Background: an optimization exercise with open tools, aiming at small area and a short achievable clock period. Do not read the settings as production practice.
Function was checked by simulation only, so behaviour that the tests miss may differ from the original.
Power figures rest on the tool's default switching activity, not on a simulated workload.

Design cpu_top, start of the top module:
module cpu_top (
    input  logic clk,
    input  logic rst,
    input  logic activate,  
    input  logic isolate,   
    output logic [31:0] imem_addr,
    input  logic [15:0] imem_data,
    output logic [31:0] dmem_addr,
    output logic        dmem_wren,
    output logic        dmem_rden,
    output logic [31:0] dmem_wrdata,
    input  logic [31:0] dmem_rddata
);
For scale: about 5200 cells after synthesis, about 620 flip-flops, roughly 38000 um^2 of cells after synthesis.
export LEC_CHECK = 0
export ABC_AREA = 1
export CAP_MARGIN = 20
export CORE_MARGIN = 2
export CORE_UTILIZATION = 50
export SLEW_MARGIN = 20
export TNS_END_PERCENT = 5
create_clock -name core_clock -period 14.0 [get_ports {clk}]
standard.sh (not shown) runs the stock make flow with config.mk's settings and CLKGATE_MAP_FILE= SYNTH_SCRIPT=/design/flow/synth_recipe.tcl, a recipe that flattens the netlist after the stock synthesis.
==> flow/flow/run.sh <==
#!/bin/bash
# Standard ORFS layout (the standard.sh, unchanged synthesis), with the
# timing repair steps asked to leave setup slack margin so that they
# optimise for a shorter period than the 14 ns constraint, and the port
# buffers made as plain buf_2 cells (the resizer still sizes them).
set -euo pipefail
bash standard.sh SETUP_SLACK_MARGIN=10.4 \
  "BUFFER_PORTS_ARGS=-buffer_cell sky130_fd_sc_hd__buf_2" finish > standard_flow.log 2>&1
Then changed:
--- a/flow/design.v
+++ b/flow/design.v
@@ -101,20 +101,21 @@
     logic [15:0] instr;
     logic [31:0] r [0:7];
     logic [31:0] r13, r14;
     logic        n_reg, z_reg, c_reg, v_reg;
     logic        rst_q;      
     logic [31:0] a_ex, b_ex;
     logic [ 4:0] imm_ex;         
     logic        str_ex, add_ex, sub_ex, sh_ex;
     logic [ 3:0] lut_ex;         
     logic [ 1:0] shop_ex;        
+    logic        lsl_ex;
     logic [ 3:0] fm_ex;          
     logic        rw_ex, mw_ex, mr_ex, bl_ex;
     logic [ 3:0] wa_ex;
     logic [31:0] exo_mem, wd_mem;
     logic        rw_mem, mw_mem, mr_mem;
     logic [ 3:0] wa_mem;
     logic [31:0] wb_val;
     logic        rw_wb;
     logic [ 3:0] wa_wb;
     logic d_addsub_reg, d_addsub_imm, d_movimm, d_dp, d_sdi, d_mov, d_bx, d_bl;
@@ -226,21 +227,21 @@
             fc_x[x] = fm_ex[1] ? (addsub_ex && (((a_ex[31] & b2[31]) | ((a_ex[31] | b2[31]) & x[0])) ^ sub_ex)) : c_reg;
             fv_x[x] = fm_ex[0] ? (addsub_ex && (a_ex[31] == b2[31]) && (a_ex[31] != (a_ex[31] ^ b2[31] ^ x[0]))) : v_reg;
         end
     assign fz_y[0] = fm_ex[2] ? 1'b0 : z_reg;
     assign fz_y[1] = fm_ex[2] ? 1'b1 : z_reg;
     logic [4:0]  k, rot;
     logic        big, lsl, asr, ror, allfill, fill;
     logic [31:0] rv, wrapm, shr;
     assign k    = a_ex[4:0];
     assign big  = |a_ex[31:6];
-    assign lsl  = shop_ex == 2'b00;
+    assign lsl  = lsl_ex;
     assign asr  = shop_ex == 2'b10;
     assign ror  = shop_ex == 2'b11;
     assign rot  = k ^ {5{lsl}};
     assign fill = asr && b_ex[31];
     assign allfill = big || (a_ex[5] && !ror);
     always_comb begin
         rv = lsl ? {b_ex[0], b_ex[31:1]} : b_ex;
         if (rot[0]) rv = {rv[ 0:0], rv[31: 1]};
         if (rot[1]) rv = {rv[ 1:0], rv[31: 2]};
         if (rot[2]) rv = {rv[ 3:0], rv[31: 4]};
@@ -260,40 +261,40 @@
     assign mem_nold = exo_mem;
     assign mem_out  = mr_mem ? dmem_rddata : mem_nold;
     assign dmem_addr   = exo_mem;
     assign dmem_wren   = mw_mem;
     assign dmem_rden   = mr_mem;
     assign dmem_wrdata = wd_mem;
     logic [15:0] iw;
     logic [ 3:0] if_ra1;
     logic [ 2:0] if_ra2;
     logic        if_alusrc, if_bl, if_bx, if_b, if_cb, if_g2;
-    assign iw = rst ? 16'b0 : imem_data;
+    assign iw = imem_data;
     idec dec_if (.i(iw), .ra1(if_ra1), .ra2(if_ra2), .wa(), .rw(), .alusrc(if_alusrc),
                  .bl(if_bl), .bx(if_bx), .b(if_b), .cb(if_cb));
     assign if_g2 = !if_bl && !if_alusrc;
     logic [3:0] ra1_q;
     logic [2:0] ra2_q;
     logic       alusrc_q, bl_q, bx_q, b_q, cb_q;
     logic       fe1, fm1, fw1, fe2, fm2, fw2;
     always_ff @(posedge clk) begin
         ra1_q    <= if_ra1;
         ra2_q    <= if_ra2;
         alusrc_q <= if_alusrc;
-        bl_q     <= if_bl;
-        bx_q     <= if_bx;
-        b_q      <= if_b;
-        cb_q     <= if_cb;
-        fe1 <= !rst && dec_rw && wa == if_ra1;
+        bl_q     <= !rst && if_bl;
+        bx_q     <= !rst && if_bx;
+        b_q      <= !rst && if_b;
+        cb_q     <= !rst && if_cb;
+        fe1 <= dec_rw && wa == if_ra1;
         fm1 <= rw_ex  && wa_ex  == if_ra1;
         fw1 <= rw_mem && wa_mem == if_ra1;
-        fe2 <= if_g2 && !rst && dec_rw && wa == {1'b0, if_ra2};
+        fe2 <= if_g2 && dec_rw && wa == {1'b0, if_ra2};
         fm2 <= if_g2 && rw_ex  && wa_ex  == {1'b0, if_ra2};
         fw2 <= if_g2 && rw_mem && wa_mem == {1'b0, if_ra2};
     end
     logic [31:0] rf1, rf2;
     always_comb begin
         case (ra1_q)
             4'd0, 4'd1, 4'd2, 4'd3, 4'd4, 4'd5, 4'd6, 4'd7: rf1 = r[ra1_q[2:0]];
             4'd13:   rf1 = r13;
             4'd14:   rf1 = r14;
             4'd15:   rf1 = bx_q ? pc : pc_inc;   
@@ -333,20 +334,21 @@
         instr   <= rst ? 16'b0 : imem_data;
         rst_q   <= rst;
         a_ex      <= d1;
         b_ex      <= d2 ^ {32{dec_sub}};
         imm_ex    <= instr[10:6];
         str_ex    <= d_str;
         add_ex    <= dec_add;
         sub_ex    <= dec_sub;
         sh_ex     <= dp_shift;
         shop_ex   <= {dpop[2], dpop[0]};
+        lsl_ex    <= dpop[3:0] == 4'b0010;
         lut_ex    <= dec_lut;
         wa_ex     <= wa;
         fm_ex     <= rst ? 4'b0 : dec_fm;
         rw_ex     <= !rst && dec_rw;
         mw_ex     <= !rst && d_str;
         mr_ex     <= !rst && d_ldr;
         bl_ex     <= d_bl;
         exo_mem <= bl_ex ? b_ex : str_ex ? str_addr : ex_out;
         wd_mem  <= (rw_mem && wa_mem == wa_ex) ? mem_out : b_ex;
         rw_mem  <= rw_ex;
Total power came out lower by 1.0%.
Combinational power came out lower by about 6%.
Final area came out higher by 1.0%.
First-iteration DRC count came out higher by 8.9%.
Worst setup slack improved by 0.14 ns.
Worst hold slack is about the same.
Fmax came out higher by 3.4%.
Count of clock-buffer cells in the layout came out lower by 7.
Final cell count came out higher by 2.3%.

afterwards: timing with drivers on the ports:
The flow's constraints put no driver on any port. The routed layouts listed below were extracted and timed again, unchanged, in two steps.
Step 1 assumes that a clkbuf_16 drives the clock port and a buf_2 every other input.
Step 2 times the ports against the registers' clock, not the clock port: input delays grow and output delays shrink by t, the midpoint of the rising clock arrivals with the driver on.
Three values: ideal ports, drivers, drivers and shift; two values: the first two.
run	shift t [ns]	slack for setup (ns)	worst setup path at the end	clock arrival spread, ns	cell pins on the clock port's net
the first run	0.700	9.895 / 9.821 / 9.256	input to register	0.062 / 0.061	1
the second run	0.710	10.032 / 9.961 / 9.376	input to register	0.060 / 0.060	1
After both steps every run listed still meets setup and hold. The setup slack of the second run, which loses most, moves by -0.071 ns with the drivers and by -0.656 ns with both steps.
